This design comes from an exercise in tuning for small area, a short achievable clock period and few clock cycles on the open sky130 flow, not from production work.
No run shown here included a check of the RTL's function; only the layout flow was run.

--- design/flow/design.v ---
module DW_div_pipe #(
    parameter a_width     = 31,
    parameter b_width     = 31,
    parameter tc_mode     = 1,
    parameter rem_mode    = 0,
    parameter num_stages  = 10,
    parameter stall_mode  = 1,
    parameter rst_mode    = 1,
    parameter op_iso_mode = 0
) (
    input                      clk,
    input                      rst_n,
    input                      en,
    input      [a_width-1:0]   a,
    input      [b_width-1:0]   b,
    output     [a_width-1:0]   quotient,
    output     [b_width-1:0]   remainder,
    output                     divide_by_0
);
localparam NS = num_stages - 1;           
localparam W  = a_width;
wire          a_neg = (tc_mode != 0) & a[a_width-1];
wire          b_neg = (tc_mode != 0) & b[b_width-1];
wire [W-1:0]       a_mag = a_neg ? (~a + 1'b1) : a;
wire [b_width-1:0] b_mag = b_neg ? (~b + 1'b1) : b;
reg [b_width:0]   r_q [0:NS-1];
reg [W-1:0]       d_q [0:NS-1];
reg [b_width-1:0] m_q [0:NS-1];
reg               n_q [0:NS-1];
genvar k;
generate
    for (k = 0; k < NS; k = k + 1) begin : g_stage
        localparam integer LO = (k * W) / NS;
        localparam integer HI = ((k + 1) * W) / NS;
        wire [b_width:0]   r_in = (k == 0) ? {(b_width+1){1'b0}} : r_q[(k == 0) ? 0 : k-1];
        wire [W-1:0]       d_in = (k == 0) ? a_mag : d_q[(k == 0) ? 0 : k-1];
        wire [b_width-1:0] m_in = (k == 0) ? b_mag : m_q[(k == 0) ? 0 : k-1];
        wire               n_in = (k == 0) ? (a_neg ^ b_neg) : n_q[(k == 0) ? 0 : k-1];
        reg  [b_width:0]   r_c;
        reg  [W-1:0]       d_c;
        integer j;
        always @(*) begin
            r_c = r_in;
            d_c = d_in;
            for (j = LO; j < HI; j = j + 1) begin
                r_c = {r_c[b_width-1:0], d_c[W-1]};
                d_c = {d_c[W-2:0], 1'b0};
                if (r_c >= {1'b0, m_in}) begin
                    r_c = r_c - {1'b0, m_in};
                    d_c[0] = 1'b1;
                end
            end
        end
        always @(posedge clk or negedge rst_n) begin
            if (!rst_n) begin
                r_q[k] <= 0;
                d_q[k] <= 0;
                m_q[k] <= 0;
                n_q[k] <= 1'b0;
            end else if (en) begin
                r_q[k] <= r_c;
                d_q[k] <= d_c;
                m_q[k] <= m_in;
                n_q[k] <= n_in;
            end
        end
    end
endgenerate
assign quotient    = n_q[NS-1] ? (~d_q[NS-1] + 1'b1) : d_q[NS-1];
assign remainder   = {b_width{1'b0}};
assign divide_by_0 = 1'b0;
endmodule
module TRIANGLE(
    input  wire        clk,
    input  wire        rst_n,
    input  wire        in_valid,
    input  wire [7:0]  in_length,
    output reg  [15:0] out_cos,
    output reg         out_valid,
    output reg  [1:0]  out_tri
);
localparam K  = 2;                        
localparam NC = (13 + K - 1) / K;         
localparam QW = 12 + 2 * K;               
localparam [4:0] ST_CMP = 5'd3;
localparam [4:0] ST_DV0 = 5'd4;
localparam [4:0] ST_L   = ST_DV0 + NC - 1;    
localparam [4:0] ST_O0  = ST_L + 5'd1;
localparam [4:0] ST_O1  = ST_L + 5'd2;
reg [4:0] st;
always @(posedge clk or negedge rst_n) begin
    if (!rst_n) st <= 5'd0;
    else if (st == 5'd0) st <= in_valid ? 5'd1 : 5'd0;
    else if (st == ST_O1) st <= 5'd0;
    else st <= st + 5'd1;
end
reg [7:0] la, lb, lc;
always @(posedge clk) begin
    if (in_valid) begin
        la <= in_length;
        lb <= la;
        lc <= lb;
    end
end
wire [15:0] sq  = la * la;
wire [15:0] mab = la * lb;
wire [15:0] mac = la * lc;
reg signed [17:0] r0, r1, r2;
reg [15:0]        p0, p1, p2;
reg [QW-1:0]      q0, q1, q2;
reg               n0, n1, n2;
wire signed [17:0] sqs = $signed({2'b0, sq});
wire               first = (st == 5'd1);
wire signed [17:0] ac0 = first ? -sqs : r0 + sqs;
wire signed [17:0] ac1 = first ?  sqs : (st == 5'd2) ? r1 - sqs : r1 + sqs;
wire signed [17:0] ac2 = first ?  sqs : (st == 5'd2) ? r2 + sqs : r2 - sqs;
function [18+QW-1:0] dstep;    
    input [17:0]   r;
    input [QW-1:0] q;
    input [15:0]   p;
    input          n;
    reg signed [18:0] t, r2x, d;
    reg [17:0]   rr;
    reg [QW-1:0] qq;
    reg          b;
    integer j;
    begin
        rr = r; qq = q;
        d = n ? $signed({2'b0, p, 1'b0}) : -$signed({2'b0, p, 1'b0});
        for (j = 0; j < K; j = j + 1) begin
            r2x = {rr, 1'b0};
            t = r2x + d;
            b = n ? (t[18] | (t == 19'sd0)) : ~t[18];
            rr = b ? t[17:0] : r2x[17:0];
            qq = {qq[QW-2:0], b};
        end
        dstep = {rr, qq};
    end
endfunction
wire [18+QW-1:0] x0 = dstep(r0, q0, p0, n0);
wire [18+QW-1:0] x1 = dstep(r1, q1, p1, n1);
wire [18+QW-1:0] x2 = dstep(r2, q2, p2, n2);
always @(posedge clk) begin
    if (st >= 5'd1 && st <= ST_CMP) begin
        r0 <= ac0; r1 <= ac1; r2 <= ac2;
    end else begin
        {r0, q0} <= x0;
        {r1, q1} <= x1;
        {r2, q2} <= x2;
    end
    if (st == 5'd2) p2 <= mab;
    if (st == ST_CMP) begin
        p0 <= mab; p1 <= mac;
        n0 <= ac0[17]; n1 <= ac1[17]; n2 <= ac2[17];
    end
    if (st == ST_DV0)
        out_tri <= (r0 == 18'sd0 || r1 == 18'sd0 || r2 == 18'sd0) ? 2'd3 :
                   (n0 | n1 | n2) ? 2'd1 : 2'd0;
end
wire [11:0] qh0 = q0[11:0];
wire        b0  = x0[K-1];        
wire [12:0] q1f = q1[11+K-:13];
wire [12:0] q2f = q2[QW-1-:13];
wire        lst = (st == ST_L);
wire        o0  = (st == ST_O0);
wire [12:0] qsel = o0 ? q1f : q2f;
wire        nsel = o0 ? n1 : n2;
wire [15:0] negx = -{3'b0, lst ? {1'b0, qh0} : qsel};
wire [15:0] c0 = n0 ? (b0 ? {3'b111, ~qh0, 1'b1} : {negx[14:0], 1'b0})
                    : {3'b000, qh0, b0};
always @(posedge clk) begin
    out_cos <= lst ? c0 : (nsel ? negx : {3'b000, qsel});
end
always @(posedge clk or negedge rst_n) begin
    if (!rst_n) out_valid <= 1'b0;
    else out_valid <= (st == ST_L) | (st == ST_O0) | (st == ST_O1);
end
endmodule
--- design/flow/config.mk ---
export PLATFORM = sky130hd
export DESIGN_NAME = TRIANGLE
export DESIGN_NICKNAME = TRIANGLE
export VERILOG_FILES = /design/flow/design.v
export SDC_FILE = /design/flow/constraint.sdc
export NUM_CORES = 4
export LEC_CHECK = 0
export ABC_CLOCK_PERIOD_IN_PS = 4000
export CAP_MARGIN = 20
export CORE_MARGIN = 2
export CORE_UTILIZATION = 40
export PLACE_DENSITY = 0.6
export SLEW_MARGIN = 20
--- design/flow/constraint.sdc ---
create_clock -name core_clock -period 20.0 [get_ports {clk}]
set_input_delay 4.0000 -clock core_clock [delete_from_list [all_inputs] [get_ports {clk}]]
set_output_delay 4.0000 -clock core_clock [all_outputs]
set_load 0.01 [all_outputs]
--- design/flow/run.sh ---
#!/bin/bash
# synth_recipe.tcl (not shown) runs the flow's synth.tcl, then flattens the netlist and writes it again
# the make line also repeats each setting of config.mk as NAME=value (left out here)
make -C /OpenROAD-flow-scripts/flow DESIGN_CONFIG=/design/flow/config.mk WORK_HOME=/design/flow/orfs CLKGATE_MAP_FILE= SYNTH_SCRIPT=/design/flow/synth_recipe.tcl finish
==> results of run 1 <==
## cell usage in the layout, fill, tap and decap left out, types with 22 or more instances in the layout
master             n
a21o_1            62
o21ai_0          141
edfxtp_1         119
nand2_1          217
and2_1           108
nor2_1           215
inv_1            242
a211oi_1          36
o21a_1            31
mux2_2            34
nor3_1            60
nor4_1            33
or3_1             22
o211ai_1          26
a31oi_1           29
and3_1            27
clkdlybuf4s50_1   29
nand2b_1          27
a21oi_1          163
mux2i_1           46
ha_1             259
dfxtp_1           70
xor2_1           108
nand3_1           43
fa_1             105
xnor2_1          112
## worst register-to-register path, delay by kind of cell, from the launching register on
family                   cells  cell delay [ns]
AO/OA/AOI/OAI               11             3.85
AND/OR/NAND/NOR              7             2.47
buffers and inverters        4             1.31
multiplexers                 3             0.99
adder cells (fa/ha/maj)      2             0.84
XOR/XNOR                     2             0.40
flip-flops                   1             0.32
## state kept, by name (all words and copies together) (netlist names), 14 cells and up
| signal | cells |
|---|---|
| r2 | 18 |
| q2 | 16 |
| out_cos | 16 |
| p0 | 16 |
| r0 | 18 |
| r1 | 18 |
| q1 | 14 |
| p2 | 16 |
| p1 | 16 |
## final timing paths
kind	start	to	slack (ns)	cells past startpoint
min in group asynchronous	rst_n	st[4]	3.80	1
worst min-delay path	q2[2]	q2[4]	0.43	0
worst max register to register	n0	r0[17]	9.71	29
worst max-delay path	n0	r0[17]	9.71	29
max in group asynchronous	rst_n	st[3]	15.96	1
worst min register to register	q2[2]	q2[4]	0.43	0
## layout make-up
type	count	area [um^2]
clock buffers	17	425
clock inverters	15	149
well taps	765	957
repair buffers	48	433
fillers	5657	32600
inverters	246	927
flip-flops and latches	195	5120
multi-input cells	2175	16700
## synth_stat cells, drive strengths merged, types with 7 or more instances
library cell	count
and2	109
nor2b	19
a311o	8
mux2	36
o22ai	9
a21oi	163
and3	27
clkbuf	75
nor2	215
ha	259
edfxtp	119
or2	17
and4	7
xor2	109
o211ai	27
nand4	11
or4	17
fa	105
mux2i	46
o21a	31
buf	12
a21boi	15
o221ai	9
or3	22
nand3	43
nor3	60
a31o	7
inv	244
nor4	33
dfxtp	70
o31ai	14
o21ai	142
nand2b	27
a211oi	37
nand2	218
a21o	62
a31oi	30
xnor2	112
o21bai	17
## metal layers
layer | vias up | GRT usage
met3 | 90 | 0.0230
met5 | - | 0
met1 | 9423 | 0.284
met4 | 0 | 0.0633
li1 | 9593 | -
met2 | 392 | 0.354
## logic make-up (layout without fill, tap and decap cells)
kind of cell / count (synthesis) / after routing / share of synthesized area
simple gates: 849 / 849 / 0.182
compound gates: 658 / 658 / 0.188
fa+ha+maj: 364 / 364 / 0.231
buf+inv: 333 / 326 / 0.0550
xor+xnor: 222 / 222 / 0.0847
flops: 195 / 195 / 0.222
mux: 82 / 82 / 0.0378
## metrics by stage
| stage | cell area (um^2) |
|---|---|
| floorplan | 23100 |
| global placement | 24200 |
| detailed placement | 24200 |
| finish | 24700 |
| CTS | 24700 |
| global route | 24700 |
==> impl_metrics.env, run 1 <==
export IMPL_synth_seq_cells=195
export IMPL_top_layer_used="met4"
export IMPL_finalSetupViolCount=0
export IMPL_arrival_ns=10.65
export IMPL_synth_area_leaders="edfxtp_1, ha_1, fa_1"
export IMPL_die_area_mm2=0.0597
export IMPL_insertedDiodeCount=0
export IMPL_cts_sinks=195
export IMPL_fmax_ghz=0.0972
export IMPL_rows=88
export IMPL_synthFlopType="edfxtp_1"
export IMPL_final_cells=3461
export IMPL_synth_top_area_cell="edfxtp_1"
export IMPL_yosysTopAreaCellShare=0.155
export IMPL_grt_use_total=0.211
export IMPL_start_util=0.403
export IMPL_viasPerCell=5.63
export IMPL_critPathLaunchType="register"
export IMPL_ant_nets=0
export IMPL_hold_path_class="register to register"
export IMPL_routed_wl_mm=62.9
export IMPL_root_buffer="clkbuf_16"
export IMPL_wl_met1_mm=29.6
export IMPL_fin_crit_ns=10.29
export IMPL_crit_path_max_incr_delay_ns=0.75
export IMPL_fp_dieW_um=244
export IMPL_path_buf_inv=4
export IMPL_synth_cells=2703
export IMPL_route_met2_wl_mm=29.4
export IMPL_crit_family="compound AO/OA/AOI/OAI gates"
export IMPL_ctsResizeCount=0
export IMPL_drv_cap=0
export IMPL_dp_slack_ns=9.97
export IMPL_maxSlewHeadroom=0.282
export IMPL_ios=30
export IMPL_synth_distinct_cells=88
export IMPL_fp_dieH_um=244
export IMPL_drv_slew=0
export IMPL_synth_edf_count=119
export IMPL_crit_type="register to register"
export IMPL_drtIter0Drc=1251
export IMPL_grt_pass1_vias=18900
export IMPL_holdBufCountCts=0
export IMPL_syn_cell_area_mm2=0.0231
export IMPL_cts_tree="yes"
export IMPL_final_core_util=0.431
export IMPL_clk_pin_slew_ns=0.08
export IMPL_clk_latency_ns=0.48
export IMPL_tightestPinTransition_ns=1.05
export IMPL_avgRoutedWirePerCell_um=18.2
export IMPL_htreeDepth=4
export IMPL_coreArea_mm2=0.0574
export IMPL_status="complete, no violations"
export IMPL_end_kind="register"
export IMPL_post_route_period_util=0.514
export IMPL_first_pass_iters=6
export IMPL_worstPathMaxFanout=42
export IMPL_met3_length_mm=2.16
export IMPL_area_growth_pct=7.05
export IMPL_yosysWarnings=1
export IMPL_dp_hpwl_mm=50.6
export IMPL_hold_viol=0
export IMPL_postCtsSetupBuffers=0
export IMPL_grt_pass1_wl_mm=101
export IMPL_io_buffers=29
export IMPL_grt_max_degree=58
export IMPL_final_nets=3058
export IMPL_place_congestion=0.945
export IMPL_overflow=0
export IMPL_drive_gt1_frac=0.0475
export IMPL_yosysSeqAreaShare=0.222
export IMPL_cp_required_ns=20.36
export IMPL_worst_slack_ns=9.71
export IMPL_synthesis_nets=3078
export IMPL_synth_async_sr_flop_share=0.0308
export IMPL_clockBufferDepth=2
export IMPL_dp_cells=3429
export IMPL_crit_top_cell="a21oi_1"
export IMPL_drcViolationCount=0
export IMPL_tns_ns=0
export IMPL_final_setup_skew_ns=0.0202
export IMPL_cts_buffers_inserted=17
export IMPL_antenna_found_initial=1
export IMPL_avgSynthCellArea_um2=8.55
export IMPL_rsz0062_at_grt="false"
export IMPL_vias=19500
export IMPL_hold_ws_ns=0.430
export IMPL_slowest_stage="o211ai_2"
==> run 2, diff against run 1 <==
--- a/design/flow/config.mk
+++ b/design/flow/config.mk
@@ -5,7 +5,6 @@
 export SDC_FILE = /design/flow/constraint.sdc
 export NUM_CORES = 4
 export LEC_CHECK = 0
-export ABC_CLOCK_PERIOD_IN_PS = 4000
 export CAP_MARGIN = 20
 export CORE_MARGIN = 2
 export CORE_UTILIZATION = 40
==> run 2 against run 1 <==
Compared with the run above: count of clock-buffer cells in the layout is the same; routed wire length stayed put; setup slack is the same; sequential share of layout area unchanged; worst hold slack unchanged; global-route usage did not move.
==> impl_metrics.env, run 2 <==
export IMPL_drive_gt1_frac=0.0475
export IMPL_first_pass_iters=6
export IMPL_viasPerCell=5.63
export IMPL_cts_buffers_inserted=17
export IMPL_crit_path_max_incr_delay_ns=0.75
export IMPL_clk_latency_ns=0.48
export IMPL_avgRoutedWirePerCell_um=18.2
export IMPL_synth_seq_cells=195
export IMPL_cts_tree="yes"
export IMPL_drtIter0Drc=1251
export IMPL_fp_dieH_um=244
export IMPL_slowest_stage="o211ai_2"
export IMPL_path_buf_inv=4
export IMPL_synthesis_nets=3078
export IMPL_arrival_ns=10.65
export IMPL_rows=88
export IMPL_dp_cells=3429
export IMPL_final_nets=3058
export IMPL_synth_area_leaders="edfxtp_1, ha_1, fa_1"
export IMPL_drv_cap=0
export IMPL_io_buffers=29
export IMPL_post_route_period_util=0.514
export IMPL_yosysTopAreaCellShare=0.155
export IMPL_final_core_util=0.431
export IMPL_end_kind="register"
export IMPL_busiest_layer="met2"
export IMPL_cp_required_ns=20.36
export IMPL_crit_type="register to register"
export IMPL_overflow=0
export IMPL_maxSlewHeadroom=0.282
export IMPL_die_area_mm2=0.0597
export IMPL_use_met3=0.0230
export IMPL_grt_met2_usage=0.354
export IMPL_grt_max_degree=58
export IMPL_fp_dieW_um=244
export IMPL_synth_top_area_cell="edfxtp_1"
export IMPL_rsz0062_at_grt="false"
export IMPL_coreArea_mm2=0.0574
export IMPL_clk_pin_slew_ns=0.08
export IMPL_crit_top_cell="a21oi_1"
export IMPL_hold_ws_ns=0.430
export IMPL_final_common_cell="ha_1"
export IMPL_dp_hpwl_mm=50.6
export IMPL_synthTopCellsByCount="ha_1, inv_1, nand2_1"
export IMPL_yosysWarnings=1
export IMPL_critPathLaunchType="register"
export IMPL_final_setup_skew_ns=0.0202
export IMPL_synth_edf_count=119
export IMPL_worstPathMaxFanout=42
export IMPL_clockBufferDepth=2
export IMPL_area_growth_pct=7.05
export IMPL_synth_most_common_cell="ha_1"
export IMPL_grt_pass1_wl_mm=101
export IMPL_root_buffer="clkbuf_16"
export IMPL_synthFlopType="edfxtp_1"
export IMPL_grt_pass1_vias=18900
export IMPL_tns_ns=0
export IMPL_crit_family="compound AO/OA/AOI/OAI gates"
export IMPL_routed_wl_mm=62.9
export IMPL_htreeDepth=4
export IMPL_avgSynthCellArea_um2=8.55
export IMPL_yosysSeqAreaShare=0.222
export IMPL_fmax_ghz=0.0972
export IMPL_final_cells=3461
export IMPL_place_congestion=0.945
export IMPL_reg_top3="r0 x18, r1 x18, r2 x18"
export IMPL_antenna_found_initial=1
export IMPL_drv_slew=0
export IMPL_dp_slack_ns=9.97
export IMPL_final_cell_mix="ha_1, inv_1, nand2_1"
export IMPL_fin_crit_ns=10.29
export IMPL_status="complete, no violations"
export IMPL_holdBufCountCts=0
export IMPL_cts_sinks=195
export IMPL_grt_use_met1=0.284
export IMPL_worst_slack_ns=9.71
export IMPL_drcViolationCount=0
export IMPL_synth_distinct_cells=88
export IMPL_syn_cell_area_mm2=0.0231
export IMPL_vias=19500
export IMPL_postCtsSetupBuffers=0
export IMPL_tightestPinTransition_ns=1.05
export IMPL_finalSetupViolCount=0
export IMPL_start_util=0.403
export IMPL_synth_cells=2703
export IMPL_hold_path_class="register to register"
export IMPL_hold_viol=0
export IMPL_ios=30
export IMPL_grt_use_total=0.211
export IMPL_insertedDiodeCount=0
export IMPL_ant_nets=0
export IMPL_ctsResizeCount=0
export IMPL_synth_async_sr_flop_share=0.0308
-- run 2: cells by family after synthesis --
family                     Yosys count  synth area share
xor gates and xnor gates           222            0.0847
and+or+nand+nor                    849             0.182
DFF                                195             0.222
muxes                               82            0.0378
buffers and inverters              333            0.0550
adders and majority gates          364             0.231
AOI/OAI and AO/OA                  658             0.188
-- run 2: per-stage QoR --
step | cell area, um^2
after floorplan | 23100
after global placement | 24200
after detailed placement | 24200
after CTS | 24700
after global routing | 24700
final | 24700
-- run 2: area by class of cell --
type                       instances  area [um^2]
fill                            5657        32600
multi-input combinational       2175        16700
sequential                       195         5120
tap                              765          957
inverter                         246          927
timing repair buffer              48          433
clock buffer                      17          425
clock inverter                    15          149
-- run 2: worst reg2reg max path, delay by kind of cell (launching register included) --
family / cells / cell delay, ns
AOI/OAI and AO/OA: 11 / 3.85
xor gates and xnor gates: 2 / 0.40
adders and majority gates: 2 / 0.84
buffers and inverters: 4 / 1.31
DFF: 1 / 0.32
muxes: 3 / 0.99
and+or+nand+nor: 7 / 2.47
-- run 2: final timing paths --
check,startpoint,to,slack [ns],depth (start not counted)
worst max-delay path,n0,r0[17],9.71,29
worst min-delay path,q2[2],q2[4],0.43,0
worst max register to register,n0,r0[17],9.71,29
worst min register to register,q2[2],q2[4],0.43,0
max in group asynchronous,rst_n,st[3],15.96,1
min in group asynchronous,rst_n,st[4],3.80,1
-- run 2: layer usage --
layer	part of all wire	wire (um)	vias to the layer above
met1	0.47	29600	9423
met4	0.027	1720	0
met3	0.034	2160	90
met2	0.47	29400	392
met5	0	0	-
li1	-	-	9593

what the ideal ports hide:
No port has a modelled driver above. Below, the same layouts with a new extraction and two added sets of constraints.
Step 1, drivers: a clkbuf_16 drives clk and a buf_2 each remaining input, both assumed.
Step 2 also shifts input and output timing later by t, the mid clock arrival at the registers, as if the neighbouring blocks saw the same clock.
a / b / c = no drivers / after step 1 / after step 2; a / b = the first two.
run | t (ns) | setup WS [ns] | hold slack, ns | clock arrival spread, ns | cell pins on the clock port's net
run 1 | 0.522 | 9.713 / 9.713 / 9.713 | 0.430 / 0.430 / 0.430 | 0.020 / 0.021 | 1
run 2 | 0.522 | 9.713 / 9.713 / 9.713 | 0.430 / 0.430 / 0.430 | 0.020 / 0.021 | 1
After both steps every run listed still meets setup and hold.
